This is an optimization exercise on Yosys and OpenROAD, whose aim is small area, a short achievable clock period and few clock cycles per item, not a production implementation.
Function was checked by simulation only, so behaviour that the tests miss may differ from the original.

== v17 ==
## cordic_core
module cordic_core (
    input  wire        clk,
    input  wire        rst,
    input  wire        start,
    input  wire [15:0] angle,
    output wire [15:0] sin_out,
    output wire [15:0] cos_out,
    output reg         busy
);
    reg  [15:0] u, v;        
    reg  [12:0] z;           
    reg  [3:0]  j;           
    reg         pu, pv;      
    reg         lpu, lpv;    
    reg         dv;          
    reg         cu0, cu1;    
    reg         cv0, cv1;    
    assign sin_out = u;
    assign cos_out = v;
    wire acc = start & ~busy;
    wire [13:0] th = angle[13:0];
    wire        d1 = th[13];
    wire        d2 = d1 ? (th >= 14'd13028) : (th >= 14'd3356);
    reg  [15:0] x3, y3;
    reg  [12:0] c3;          
    always @(*) begin
        case ({d1, d2})
            2'b00: begin x3 = 16'd16170; y3 = 16'd1245;  c3 = 13'd801;  end
            2'b01: begin x3 = 16'd13682; y3 = 16'd8707;  c3 = 13'd5911; end
            2'b10: begin x3 = 16'd8707;  y3 = 16'd13682; c3 = 13'd2281; end
            default: begin x3 = 16'd1245; y3 = 16'd16170; c3 = 13'd7391; end
        endcase
    end
    wire [15:0] uini = (angle[14] ? x3 : y3) ^ {16{angle[15]}};
    wire [15:0] vini = (angle[14] ? y3 : x3) ^ {16{angle[15] ^ angle[14]}};
    wire [12:0] at =
        (j == 4'd0)  ? 13'd1297 :
        (j == 4'd1)  ? 13'd651 :
        (j == 4'd2)  ? 13'd326 :
        (j == 4'd3)  ? 13'd163 :
        (j == 4'd4)  ? 13'd81 :
        (j == 4'd5)  ? 13'd41 :
        (j == 4'd6)  ? 13'd20 :
        (j == 4'd7)  ? 13'd10 :
        (j == 4'd8)  ? 13'd5 :
        (j == 4'd9)  ? 13'd3 :
        (j == 4'd10) ? 13'd1 :
        (j == 4'd11) ? 13'd1 : 13'd0;
    wire        d    = ~z[12];                  
    wire        zsub = ~busy | d;
    wire [12:0] za   = busy ? z : angle[12:0];
    wire [12:0] zb   = (busy ? at : c3) ^ {13{zsub}};
    wire [12:0] znxt;
    zadd ZADD (.a(za), .b(zb), .c(zsub), .y(znxt));
    wire        du   = d;                       
    wire        subu = du ^ ~pv;
    wire        subv = dv ^ pu;
    wire        mu   = busy ? ~du : v[15];
    wire        mv   = busy ? dv : u[15];
  ...
export LEC_CHECK = 0
export ABC_AREA = 1
export CAP_MARGIN = 5
export CORE_MARGIN = 2
export CORE_UTILIZATION = 40
export CTS_BUF_LIST = sky130_fd_sc_hd__clkbuf_8
export SETUP_SLACK_MARGIN = 1.5
export SLEW_MARGIN = 5
create_clock -name core_clock -period 5.0 [get_ports {clk}]
standard.sh (not shown) runs the stock make flow with config.mk's settings and CLKGATE_MAP_FILE= SYNTH_SCRIPT=/design/flow/synth_recipe.tcl, a recipe that flattens the netlist after the stock synthesis.
==> flow/flow/run.sh <==
#!/bin/bash
set -o pipefail
export BUFFER_PORTS_ARGS="-buffer_cell sky130_fd_sc_hd__buf_1"
cat standard.sh > standard.sh.copy.log
bash standard.sh > standard.log 2>&1
Testbench counts of v17, summed over its fixed seeds: cycles 62,408, items 4,800.
--- input diff v17..v8 ---
- changing SLEW_MARGIN from 5 to 20
- changing CAP_MARGIN from 5 to 20
- changing SETUP_SLACK_MARGIN from 1.5 to 0.5
- TritonCTS buffer count came out exactly the same in v17 and v8.
- As far as placed instance count goes, v8 and v17 are indistinguishable; the numbers are identical.
- Compared with v17, v8 shows a via count that is about 2.7% lower.
The inputs of v19 differ from those of v8 as listed below.
- a change of CORE_UTILIZATION from 40 to 50
- a change of SETUP_SLACK_MARGIN from 0.5 to 1.5
==> notes.md <==
Number of buffers and inverters on the critical path for v19 is higher than for v8.
v19 -> v8: area share of and/or/nand/nor cells after synthesis delta 0, exact match
The area growth from synthesis to final layout in v19 was higher than what v8 gave.
Delta (v19 minus v8): detailed-route wire length increased about 5.6%, I/O pin count closely matched the old numbers, worst slack on hold paths lower.
v19 ran to completion and came out clean on the timing, DRC and antenna checks.
Depth of the worst register-to-register path up 11 in v19 wrt v8
Core util | v19 vs v8 | v19 higher
The following lists how v35 was set up differently from v19:
- CORE_UTILIZATION now 40, was 50
==> flow/flow/run.sh <==
#!/bin/bash
set -o pipefail
export BUFFER_PORTS_ARGS="-buffer_cell sky130_fd_sc_hd__buf_1"
export CTS_ARGS="-sink_clustering_enable -repair_clock_nets -buf_list sky130_fd_sc_hd__clkbuf_8 -dont_use_dummy_load"
cat standard.sh > standard.sh.copy.log
bash standard.sh > standard.log 2>&1
v35 completed every stage of the flow, and the final layout passed the timing, DRC and antenna checks. [compare] base=v19 new=v35: number of inverters outside the clock class in the layout decreased 1; final area now sits lower. As far as count of clock-buffer cells in the layout goes, v19 and v35 are indistinguishable; the numbers are identical. met1 wire length down 4.8% in v35 wrt v19. v35 vs. v19: share of cell area taken by flip-flops and latches grew by 0.25 points.

-- static timing again, ports no longer ideal --
No port has a modelled driver above. Below, the same layouts with a new extraction and two added sets of constraints.
Step 1 (the two cells are an assumption about what drives the block):
set clk [get_ports {clk}]
set_driving_cell -lib_cell sky130_fd_sc_hd__clkbuf_16 $clk
set_driving_cell -lib_cell sky130_fd_sc_hd__buf_2 [delete_from_list [all_inputs] $clk]
Step 2 moves the port delays by t, midway between the first and last clock arrival at a register: inputs arrive t later, outputs are due t later. That takes back most of the time a late clock gives input paths.
Slacks: ideal / step 1 / step 2; pairs: ideal / step 1.
| run | t, ns | slack for setup (ns) | latest minus earliest clock arrival (ns) | worst data-port slew with drivers (ns) | cell pins on the clock port's net |
|---|---|---|---|---|---|
| v17 | 0.402 | 1.700 / 1.700 / 1.410 | 0.009 / 0.010 | 0.03 | 1 |
| v8 | 0.406 | 1.051 / 1.051 / 1.051 | 0.011 / 0.011 | 0.03 | 1 |
| v19 | 0.408 | 1.705 / 1.705 / 1.358 | 0.011 / 0.010 | 0.03 | 1 |
| v35 | 0.397 | 1.667 / 1.667 / 1.397 | 0.017 / 0.017 | 0.03 | 1 |
After both steps setup and hold are still met in every run listed. For v19, which loses most, drivers alone change the setup slack by 0.000 ns; drivers and shift together by -0.347 ns.
